From an optimization exercise on the open Yosys and OpenROAD flow, aimed at small area; shortcuts taken in it are not production practice. RTL that was checked went through simulation tests only; none was proved equivalent to the original. The clock port is modelled as an ideal driver; clocking choices that lean on that would not hold on a real chip.

==> inputs of xenon <==
==> flow/design.v <==
module		iic_if
(
	input			RSTN,
	input			MCK,
	input			iSCL,
	input			iSDA,
	output			SDO,				 
	input	[ 6:0]	SLAVE,				 
	input	[ 3:0]	SDO_MARGIN,			 
	output	reg		SLAVE_EN,
	input	[31:0]	MDO,
	output	[15:0]	MAD,
	output	[31:0]	MDI,
	output	[31:0]	MBE,
	output			MWE,
	output			MRE
);
	reg				SCL;
	always @(posedge MCK or negedge RSTN) begin
		if(!RSTN)			SCL <= 1'd1;
		else				SCL <= iSCL;
	end
	reg				SDA;
	always @(posedge MCK or negedge RSTN) begin
		if(!RSTN)			SDA <= 1'd0;
		else				SDA <= iSDA;
	end
	reg				SCL_Q;
	always @(posedge MCK or negedge RSTN) begin
		if(!RSTN)			SCL_Q <= 1'd1;
		else				SCL_Q <= SCL;
	end
	reg				SDA_Q;
	always @(posedge MCK or negedge RSTN) begin
		if(!RSTN)			SDA_Q <= 1'd0;
		else				SDA_Q <= SDA;
	end
	wire			SCL_RE = SCL & ~SCL_Q;
	wire			SCL_FE = ~SCL & SCL_Q;
	wire			SDA_RE = SDA & ~SDA_Q;
	wire			SDA_FE = ~SDA & SDA_Q;
	reg				SP_T1;
	always @(posedge MCK or negedge RSTN) begin
		if(!RSTN)		SP_T1 <= 1'd0;
		else if(SDA_FE)	SP_T1 <= SCL;
	end
	reg				SP_T2;
	always @(posedge MCK or negedge RSTN) begin
		if(!RSTN)		SP_T2 <= 1'd0;
		else if(SCL_RE)	SP_T2 <= SP_T1;
	end
	wire			SP = SP_T1 & ~SP_T2;
	reg				EP;
	always @(posedge MCK or negedge RSTN) begin
		if(!RSTN)		EP <= 1'd1;
		else if(SDA_RE)	EP <= SCL;
	end
	wire			SDA_EN = ~EP | SP_T1;
	reg		[ 3:0]	SDA_CNT;
	wire			SDA_CNT_RS = SDA_CNT == 4'h8;
	wire			SDA_CNTE = SDA_CNT == 4'd7;
	always @(posedge MCK or negedge RSTN) begin
		if(!RSTN)			SDA_CNT <= 4'h0;
		else if(SCL_RE) begin
			if(SP | ~SDA_EN | SDA_CNT_RS)	SDA_CNT <= 4'h0;
			else							SDA_CNT <= SDA_CNT + 4'h1;
		end
	end
	reg		[ 2:0]	DCNT;
	always @(posedge MCK or negedge RSTN) begin
		if(!RSTN)			DCNT <= 3'd0;
		else if(SCL_RE) begin
			if(SP)			DCNT <= 3'd0;
			else if(SDA_CNT_RS & (~&DCNT))	DCNT <= DCNT + 3'd1;
		end
	end
	reg		[ 2:0]	RCNT;
	reg				RCNT_SCL;
	always @(posedge MCK) begin
		if(SCL_RE | SDA_RE)	RCNT <= 3'd0;
		else if(~&RCNT)		RCNT <= RCNT + 3'd1;
		if(SCL_RE)			RCNT_SCL <= 1'd1;
		else if(SDA_RE)		RCNT_SCL <= 1'd0;
	end
	wire			RCNT5 = RCNT == 3'd5;
	wire			ACT = SDA_CNT_RS & RCNT_SCL & RCNT5;
	reg		[ 7:0]	SDA_SFT;
	always @(posedge MCK or negedge RSTN) begin
		if(!RSTN)			SDA_SFT <= 8'hFF;
		else if(SCL_RE & ~SDA_CNTE)	SDA_SFT <= {SDA_SFT[6:0], SDA};
	end
	wire			ID_OK_T = SDA_SFT[7:1] == SLAVE;
	reg				ID_OK_T2;
	wire			SDA_SFT1_CT = SDA_CNTE & (DCNT == 3'd0);
	always @(posedge MCK or negedge RSTN) begin
		if(!RSTN)			ID_OK_T2 <= 1'd0;
		else if(SCL_RE) begin
			if(SDA_SFT1_CT)	ID_OK_T2 <= ID_OK_T;
			else if(SP)		ID_OK_T2 <= 1'd0;
		end
	end
	wire			ID_OK = ID_OK_T2 | (SDA_SFT1_CT & ID_OK_T);
	reg				RW;
	always @(posedge MCK or negedge RSTN) begin
		if(!RSTN)			RW <= 1'd0;
		else if(SCL_RE) begin
			if(SDA_SFT1_CT)	RW <= SDA_SFT[0];
			else if(RW & SDA_CNTE & SDA)	RW <= 1'd0;
		end
	end
	reg				RW_1D;
	always @(posedge MCK or negedge RSTN) begin
		if(!RSTN)			RW_1D <= 1'd0;
		else if(SCL_RE)		RW_1D <= RW;
	end
	reg		[ 7:0]	ADH;
	wire			ADH_CT = SDA_CNTE & ((DCNT == 3'd1) | ((DCNT == 3'd2) & (SP | ~SDA_EN)));
	always @(posedge MCK) begin
		if(SCL_RE & ADH_CT)	ADH <= SDA_SFT;
	end
	wire			ADE = ACT & (DCNT == 3'd2) & ID_OK_T2 & ~RW_1D;
	reg		[15:0]	MAD16;
	always @(posedge MCK or negedge RSTN) begin
		if(!RSTN)			MAD16 <= 16'd0;
		else if(ADE)		MAD16 <= {ADH, SDA_SFT};
	end
	reg		[31:0]	SDA_SFT3;
	wire			SDA_SFT3_CT = SDA_CNTE & (DCNT >= 3'd3) & (~RW);
	always @(posedge MCK or negedge RSTN) begin
		if(!RSTN)			SDA_SFT3 <= 32'd0;
		else if(SCL_RE) begin
			if(~SDA_EN)		SDA_SFT3 <= 32'hFFFFFFFF;
			else if(SDA_SFT3_CT)	SDA_SFT3 <= {SDA_SFT, SDA_SFT3[31:8]};
		end
	end
	wire			WEN = (DCNT == 3'd6) & SDA_CNT_RS & ~RW_1D & ID_OK_T2;
	reg				WARM;
	wire			MWE_T = WARM & ~WEN & EP & RCNT5;
	always @(posedge MCK or negedge RSTN) begin
		if(!RSTN)			WARM <= 1'd0;
		else if(WEN)		WARM <= 1'd1;
		else if(MWE_T)		WARM <= 1'd0;
	end
	wire			MRE_T = ACT & (DCNT != 3'd0) & RW_1D & ID_OK_T2;
	assign			MRE   = ACT & (DCNT == 3'd0) & RW & ID_OK_T2;
	assign			MAD = 	MAD16;
	assign			MDI = 	{32{~RW}} & SDA_SFT3;
	assign			MBE = 	{32{MWE_T}};
	assign			MWE = 	MWE_T;
	reg		[31:0]	MDO32;
	always @(posedge MCK) begin
		if(MRE)				MDO32 <= MDO;
		else if(MRE_T)		MDO32 <= {8'd0,MDO32[31:8]};
	end
	reg				MDO_OK;
	always @(posedge MCK or negedge RSTN) begin
		if(!RSTN)			MDO_OK <= 1'd0;
		else if(MRE)		MDO_OK <= 1'd1;
	end
	wire			REN_T = RW & (~SDA_CNTE);
	wire			REN = ID_OK & REN_T;
	reg		[ 3:0]	SBIT;
	always @(posedge MCK or negedge RSTN) begin
		if(!RSTN)			SBIT <= 4'd8;
		else if(SCL_FE) begin
			if(SDA_CNT_RS)	SBIT <= 4'd0;
			else if(REN & ~SBIT[3])	SBIT <= SBIT + 4'd1;
		end
	end
	wire			SDO_T = SBIT[3] | (MDO_OK & MDO32[~SBIT[2:0]]);
	wire			ACK_T1 = (~RW) & SDA_EN & SDA_CNTE;
	reg				ACK;
	always @(posedge MCK or negedge RSTN) begin
		if(!RSTN)			ACK <= 1'd0;
		else if(SCL_FE)		ACK <= ACK_T1 & ID_OK;
	end
	reg				REN_NT;
	always @(posedge MCK or negedge RSTN) begin
		if(!RSTN)			REN_NT <= 1'd0;
		else if(SCL_FE)		REN_NT <= REN;
	end
	wire			REN_N = REN_NT & ~EP;
	wire			SDO_T2 = REN_N ? SDO_T : ~ACK;
	reg				SDO_V;
	reg		[ 4:0]	SDO_P;
	always @(posedge MCK or negedge RSTN) begin
		if(!RSTN) begin
			SDO_V <= 1'd1;
			SDO_P <= 5'd0;
		end
		else begin
			SDO_V <= SDO_T2;
			if(SDO_T2 ^ SDO_V)	SDO_P <= {1'b0, SDO_MARGIN} + 5'd3;
			else if(|SDO_P)		SDO_P <= SDO_P - 5'd1;
		end
	end
	assign			SDO = SDO_V ^ (|SDO_P);
	always @(posedge MCK or negedge RSTN) begin
		if(!RSTN)			SLAVE_EN <= 1'd0;
		else if(SCL_FE)		SLAVE_EN <= (REN_T|ACK_T1)&(~ID_OK);
	end
endmodule
==> flow/flow/run.sh <==
#!/bin/bash
# Standard ORFS layout, with the smallest buffer on each port, a clock tree
# built from small clock buffers without dummy loads, and cells with spare
# slack downsized after placement.
set -euo pipefail
export BUFFER_PORTS_ARGS="-buffer_cell sky130_fd_sc_hd__buf_1"
export CTS_ARGS="-sink_clustering_enable -repair_clock_nets -dont_use_dummy_load -buf_list sky130_fd_sc_hd__clkbuf_4 -sink_clustering_size 20"
export POST_RESIZE_TCL="$PWD/flow/post_resize.tcl"
bash standard.sh > standard.log 2>&1
==> flow/flow/post_resize.tcl <==
# Downsize cells that have timing slack to spare (run after the placement resize step).
repair_timing -recover_power 100 -verbose
==> flow/standard.sh <==
#!/bin/bash
# synth_recipe.tcl (not shown) runs the flow's synth.tcl, then flattens the netlist and writes it again
# the make line also repeats each setting of config.mk as NAME=value (left out here)
make -C /OpenROAD-flow-scripts/flow DESIGN_CONFIG=/design/flow/config.mk WORK_HOME=/design/flow/orfs CLKGATE_MAP_FILE= SYNTH_SCRIPT=/design/flow/synth_recipe.tcl "${@:-finish}"
==> flow/config.mk <==
export PLATFORM = sky130hd
export DESIGN_NAME = iic_if
export DESIGN_NICKNAME = iic_if
export VERILOG_FILES = /design/flow/design.v
export SDC_FILE = /design/flow/constraint.sdc
export NUM_CORES = 4
export LEC_CHECK = 0
export ABC_AREA = 1
export CAP_MARGIN = 20
export CORE_MARGIN = 2
export CORE_UTILIZATION = 65
export PLACE_DENSITY = 0.75
export SLEW_MARGIN = 20
==> flow/constraint.sdc <==
create_clock -name core_clock -period 5.0 [get_ports {MCK}]
set_input_delay 1.0000 -clock core_clock [delete_from_list [all_inputs] [get_ports {MCK}]]
set_output_delay 1.0000 -clock core_clock [all_outputs]
set_load 0.01 [all_outputs]
==> inputs of violet, as changes to xenon <==
--- a/flow/design.v
+++ b/flow/design.v
@@ -75,15 +75,11 @@
 		end
 	end
 	reg		[ 2:0]	RCNT;
-	reg				RCNT_SCL;
 	always @(posedge MCK) begin
-		if(SCL_RE | SDA_RE)	RCNT <= 3'd0;
+		if(SCL_RE)			RCNT <= 3'd0;
 		else if(~&RCNT)		RCNT <= RCNT + 3'd1;
-		if(SCL_RE)			RCNT_SCL <= 1'd1;
-		else if(SDA_RE)		RCNT_SCL <= 1'd0;
 	end
-	wire			RCNT5 = RCNT == 3'd5;
-	wire			ACT = SDA_CNT_RS & RCNT_SCL & RCNT5;
+	wire			ACT = SDA_CNT_RS & (RCNT == 3'd5);
 	reg		[ 7:0]	SDA_SFT;
 	always @(posedge MCK or negedge RSTN) begin
 		if(!RSTN)			SDA_SFT <= 8'hFF;
@@ -134,28 +130,28 @@
 		end
 	end
 	wire			WEN = (DCNT == 3'd6) & SDA_CNT_RS & ~RW_1D & ID_OK_T2;
-	reg				WARM;
-	wire			MWE_T = WARM & ~WEN & EP & RCNT5;
+	reg		[ 3:0]	MWE_T1;
 	always @(posedge MCK or negedge RSTN) begin
-		if(!RSTN)			WARM <= 1'd0;
-		else if(WEN)		WARM <= 1'd1;
-		else if(MWE_T)		WARM <= 1'd0;
+		if(!RSTN)			MWE_T1 <= 4'd0;
+		else if(WEN)		MWE_T1 <= {MWE_T1[2:0], 1'd1};
+		else if(EP)			MWE_T1 <= {MWE_T1[2:0], 1'd0};
+	end
+	reg		[ 1:0]	MWE_D;
+	always @(posedge MCK or negedge RSTN) begin
+		if(!RSTN)			MWE_D <= 2'd0;
+		else				MWE_D <= {MWE_D[0], ~MWE_T1[2] & MWE_T1[3]};
 	end
 	wire			MRE_T = ACT & (DCNT != 3'd0) & RW_1D & ID_OK_T2;
 	assign			MRE   = ACT & (DCNT == 3'd0) & RW & ID_OK_T2;
 	assign			MAD = 	MAD16;
 	assign			MDI = 	{32{~RW}} & SDA_SFT3;
-	assign			MBE = 	{32{MWE_T}};
-	assign			MWE = 	MWE_T;
+	assign			MBE = 	{32{MWE_D[1]}};
+	assign			MWE = 	MWE_D[1];
 	reg		[31:0]	MDO32;
-	always @(posedge MCK) begin
-		if(MRE)				MDO32 <= MDO;
+	always @(posedge MCK or negedge RSTN) begin
+		if(!RSTN)			MDO32 <= 32'd0;
+		else if(MRE)		MDO32 <= MDO;
 		else if(MRE_T)		MDO32 <= {8'd0,MDO32[31:8]};
-	end
-	reg				MDO_OK;
-	always @(posedge MCK or negedge RSTN) begin
-		if(!RSTN)			MDO_OK <= 1'd0;
-		else if(MRE)		MDO_OK <= 1'd1;
 	end
 	wire			REN_T = RW & (~SDA_CNTE);
 	wire			REN = ID_OK & REN_T;
@@ -167,7 +163,7 @@
 			else if(REN & ~SBIT[3])	SBIT <= SBIT + 4'd1;
 		end
 	end
-	wire			SDO_T = SBIT[3] | (MDO_OK & MDO32[~SBIT[2:0]]);
+	wire			SDO_T = SBIT[3] | MDO32[~SBIT[2:0]];
 	wire			ACK_T1 = (~RW) & SDA_EN & SDA_CNTE;
 	reg				ACK;
 	always @(posedge MCK or negedge RSTN) begin
==> flow/flow/run.sh (replaced) <==
#!/bin/bash
# Standard ORFS layout, with the smallest buffer on each port and a clock tree
# built from small clock buffers without dummy loads.
set -euo pipefail
export BUFFER_PORTS_ARGS="-buffer_cell sky130_fd_sc_hd__buf_1"
export CTS_ARGS="-sink_clustering_enable -repair_clock_nets -dont_use_dummy_load -buf_list sky130_fd_sc_hd__clkbuf_8 -sink_clustering_size 20"
bash standard.sh > standard.log 2>&1
CORE_UTILIZATION = 40   (was 65)
PLACE_DENSITY = unset   (was 0.75)
removed: flow/flow/post_resize.tcl
==> inputs of willow, as changes to xenon <==
--- a/flow/design.v
+++ b/flow/design.v
@@ -148,8 +148,9 @@
 	assign			MBE = 	{32{MWE_T}};
 	assign			MWE = 	MWE_T;
 	reg		[31:0]	MDO32;
-	always @(posedge MCK) begin
-		if(MRE)				MDO32 <= MDO;
+	always @(posedge MCK or negedge RSTN) begin
+		if(!RSTN)			MDO32 <= 32'd0;
+		else if(MRE)		MDO32 <= MDO;
 		else if(MRE_T)		MDO32 <= {8'd0,MDO32[31:8]};
 	end
 	reg				MDO_OK;
@@ -167,7 +168,7 @@
 			else if(REN & ~SBIT[3])	SBIT <= SBIT + 4'd1;
 		end
 	end
-	wire			SDO_T = SBIT[3] | (MDO_OK & MDO32[~SBIT[2:0]]);
+	wire			SDO_T = SBIT[3] | MDO32[~SBIT[2:0]];
 	wire			ACK_T1 = (~RW) & SDA_EN & SDA_CNTE;
 	reg				ACK;
 	always @(posedge MCK or negedge RSTN) begin
==> flow/flow/run.sh (replaced) <==
#!/bin/bash
# Standard ORFS layout with: the standard synthesis re-mapped for area (flip-flops
# untouched, equivalence proven, else the standard netlist is kept), the smallest
# buffer on each port, a clock tree of small clock buffers without dummy loads
# (leaves upsized where the clock slew is high), and cells with spare slack
# downsized after placement.
set -euo pipefail
W=$PWD
R=$W/orfs/results/$FLOW_PLATFORM/iic_if/base
YOSYS=$FLOW_HOME/../tools/install/yosys/bin/yosys
[[ -x $YOSYS ]] || YOSYS=yosys
export BUFFER_PORTS_ARGS="-buffer_cell sky130_fd_sc_hd__buf_1"
export CTS_ARGS="-sink_clustering_enable -repair_clock_nets -dont_use_dummy_load -buf_list sky130_fd_sc_hd__clkbuf_4 -sink_clustering_size 20"
export POST_CTS_TCL="$W/flow/post_cts.tcl"
export POST_RESIZE_TCL="$W/flow/post_resize.tcl"

bash standard.sh synth > synth.log 2>&1

export REMAP_LIB=$FLOW_HOME/platforms/$FLOW_PLATFORM/lib/sky130_fd_sc_hd__tt_025C_1v80.lib
export REMAP_DONT_USE=$W/flow/dont_use.txt
export REMAP_ABC=$W/flow/remap.abc
export REMAP_TOP=$FLOW_TOP
export REMAP_IN=$W/std_synth.v
export REMAP_OUT=$W/remap_synth.v
cp $R/1_2_yosys.v $REMAP_IN
if $YOSYS -c $W/flow/remap.tcl > remap.log 2>&1 && $YOSYS -c $W/flow/eqv.tcl > remap_eqv.log 2>&1; then
  echo "remap: using the re-mapped netlist" | tee -a remap.log
  cp $REMAP_OUT $R/1_2_yosys.v
  rm -f $R/1_synth.odb $R/1_synth.sdc
  bash standard.sh synth > synth2.log 2>&1
else
  echo "remap: failed, keeping the standard netlist" | tee -a remap.log
fi

bash standard.sh > standard.log 2>&1
==> flow/flow/dont_use.txt (new file) <==
sky130_fd_sc_hd__lpflow_bleeder_1
sky130_fd_sc_hd__lpflow_clkbufkapwr_1
sky130_fd_sc_hd__lpflow_clkbufkapwr_16
sky130_fd_sc_hd__lpflow_clkbufkapwr_2
sky130_fd_sc_hd__lpflow_clkbufkapwr_4
sky130_fd_sc_hd__lpflow_clkbufkapwr_8
sky130_fd_sc_hd__lpflow_clkinvkapwr_1
sky130_fd_sc_hd__lpflow_clkinvkapwr_16
sky130_fd_sc_hd__lpflow_clkinvkapwr_2
sky130_fd_sc_hd__lpflow_clkinvkapwr_4
sky130_fd_sc_hd__lpflow_clkinvkapwr_8
sky130_fd_sc_hd__lpflow_decapkapwr_12
sky130_fd_sc_hd__lpflow_decapkapwr_3
sky130_fd_sc_hd__lpflow_decapkapwr_4
sky130_fd_sc_hd__lpflow_decapkapwr_6
sky130_fd_sc_hd__lpflow_decapkapwr_8
sky130_fd_sc_hd__lpflow_inputiso0n_1
sky130_fd_sc_hd__lpflow_inputiso0p_1
sky130_fd_sc_hd__lpflow_inputiso1n_1
sky130_fd_sc_hd__lpflow_inputiso1p_1
sky130_fd_sc_hd__lpflow_inputisolatch_1
sky130_fd_sc_hd__lpflow_isobufsrc_1
sky130_fd_sc_hd__lpflow_isobufsrc_16
sky130_fd_sc_hd__lpflow_isobufsrc_2
sky130_fd_sc_hd__lpflow_isobufsrc_4
sky130_fd_sc_hd__lpflow_isobufsrc_8
sky130_fd_sc_hd__lpflow_isobufsrckapwr_16
sky130_fd_sc_hd__lpflow_lsbuf_lh_hl_isowell_tap_1
sky130_fd_sc_hd__lpflow_lsbuf_lh_hl_isowell_tap_2
sky130_fd_sc_hd__lpflow_lsbuf_lh_hl_isowell_tap_4
sky130_fd_sc_hd__lpflow_lsbuf_lh_isowell_4
sky130_fd_sc_hd__lpflow_lsbuf_lh_isowell_tap_1
sky130_fd_sc_hd__lpflow_lsbuf_lh_isowell_tap_2
sky130_fd_sc_hd__lpflow_lsbuf_lh_isowell_tap_4
sky130_fd_sc_hd__probe_p_8
sky130_fd_sc_hd__probec_p_8
==> flow/flow/eqv.tcl (new file) <==
# Prove the re-mapped netlist equivalent to the standard one (registers paired by name).
set lib $::env(REMAP_LIB)
yosys read_liberty -ignore_miss_func $lib
yosys read_verilog $::env(REMAP_IN)
yosys rename $::env(REMAP_TOP) gold
yosys read_verilog $::env(REMAP_OUT)
yosys rename $::env(REMAP_TOP) gate
yosys flatten gold gate
yosys async2sync
yosys opt_clean
yosys equiv_make gold gate equiv
yosys equiv_simple -seq 2
yosys equiv_induct
yosys equiv_status -assert
==> flow/flow/post_cts.tcl (new file) <==
# Upsize any leaf clock buffer whose flip-flop clock pins see a slow slew.
estimate_parasitics -placement
set changed 0
foreach inst [get_cells clkbuf_*] {
  if {[get_property $inst ref_name] ne "sky130_fd_sc_hd__clkbuf_4"} { continue }
  set worst 0
  foreach opin [get_pins -of_objects $inst -filter "direction == output"] {
    foreach p [get_pins -of_objects [get_nets -of_objects $opin] -filter "direction == input"] {
      set s [get_property $p slew_max]
      if {$s > $worst} { set worst $s }
    }
  }
  if {$worst > 0.100} {
    puts "post_cts: [get_name $inst] worst sink slew $worst, upsizing"
    replace_cell $inst sky130_fd_sc_hd__clkbuf_8
    incr changed
  }
}
puts "post_cts: upsized $changed clock buffers"
if {$changed > 0} {
  estimate_parasitics -placement
  detailed_placement
  check_placement -verbose
}
==> flow/flow/remap.abc (new file) <==
strash
ifraig
dc2
dch -f
amap
topo
==> flow/flow/remap.tcl (new file) <==
# Re-map the combinational logic of the standard synthesis netlist for area.
# Flip-flop instances (names and cell types) are kept as they are.
set lib $::env(REMAP_LIB)
set dont_use {}
set f [open $::env(REMAP_DONT_USE)]
foreach c [split [read $f] "\n"] { if {$c ne ""} { lappend dont_use -dont_use $c } }
close $f
yosys read_liberty -overwrite -setattr liberty_cell -ignore_miss_func $lib
yosys read_verilog -overwrite $::env(REMAP_IN)
yosys hierarchy -top $::env(REMAP_TOP)
# sequential cells and tie cells stay as instances
foreach m [yosys tee -q -s result.string ls] {}
foreach c {dfrtp dfstp dfxtp edfxtp dfrbp dfbbp dfbbn dfsbp edfxbp dfrtn dfxbp sdfrtp sdfstp sdfxtp dlxtp dlxtn dlrtp conb} {
  foreach d {1 2 4} {
    catch { yosys setattr -mod -set keep_hierarchy 1 sky130_fd_sc_hd__${c}_$d }
  }
}
yosys flatten
yosys opt -purge
yosys abc -liberty $lib -script $::env(REMAP_ABC) {*}$dont_use
yosys opt_clean -purge
yosys stat -liberty $lib
yosys select -module $::env(REMAP_TOP)
yosys write_verilog -noattr -selected $::env(REMAP_OUT)
==> run summary <==
|  | xenon | violet | willow |
|---|---|---|---|
| Multiplexer share of the synthesized area | 0.0211 | 0.0156 | - |
| Filler Cell Count | 786 | 1646 | 597 |
| Met3 wirelength from detailed routing | 493 um | 535 um | 630 um |
| Largest net degree at the start of global routing | 65 | 65 | 47 |
| Fraction of met3 tracks used by global routing | 0.0644 | 0.0413 | 0.0727 |
| Leading cell type by number of instances after synthesis | sky130_fd_sc_hd__nand2_1 | sky130_fd_sc_hd__o21ai_0 | - |
| Syn nets | 753 | 779 | 558 |
| Worst hold slack across all endpoints | 0.323 ns | 0.353 ns | 0.402 ns |
| Number of standard cells after synthesis | 691 | 717 | 511 |
| Number of buffers on the longest clock path | 2 | 2 | - |
| Chip Height | 103 um | 132 um | 95.2 um |
| Result of the run | finished clean | finished clean | finished clean |
| Min Tclk post-route | 4.41 ns | 3.26 ns | 4.05 ns |
| Count of placed standard cells including taps | 904 | 1008 | 753 |
The RTL of xenon was laid out without a check of its function.

==> re-timing with driven ports <==
The results above use ideal ports. As a check the final layouts listed here were re-extracted and re-timed, cells and wires unchanged.
Step 1 sets driving cells, clkbuf_16 on the clock port and buf_2 on the other inputs (assumed; they add their load-dependent delay and slew).
Step 2 moves the port delays by t, midway between the first and last clock arrival at a register: inputs arrive t later, outputs are due t later. That takes back most of the time a late clock gives input paths.
Three values: no drivers, after step 1, after step 2; two values: the first two.
run | shift t [ns] | setup WS [ns] | latest minus earliest clock arrival (ns)
xenon | 0.518 | 0.589 / 0.557 / 1.075 | 0.032 / 0.032
violet | 0.466 | 1.739 / 1.703 / 2.169 | 0.040 / 0.040
willow | 0.424 | 0.947 / 0.915 / 1.203 | 0.031 / 0.031
After both steps every run listed still meets setup and hold.
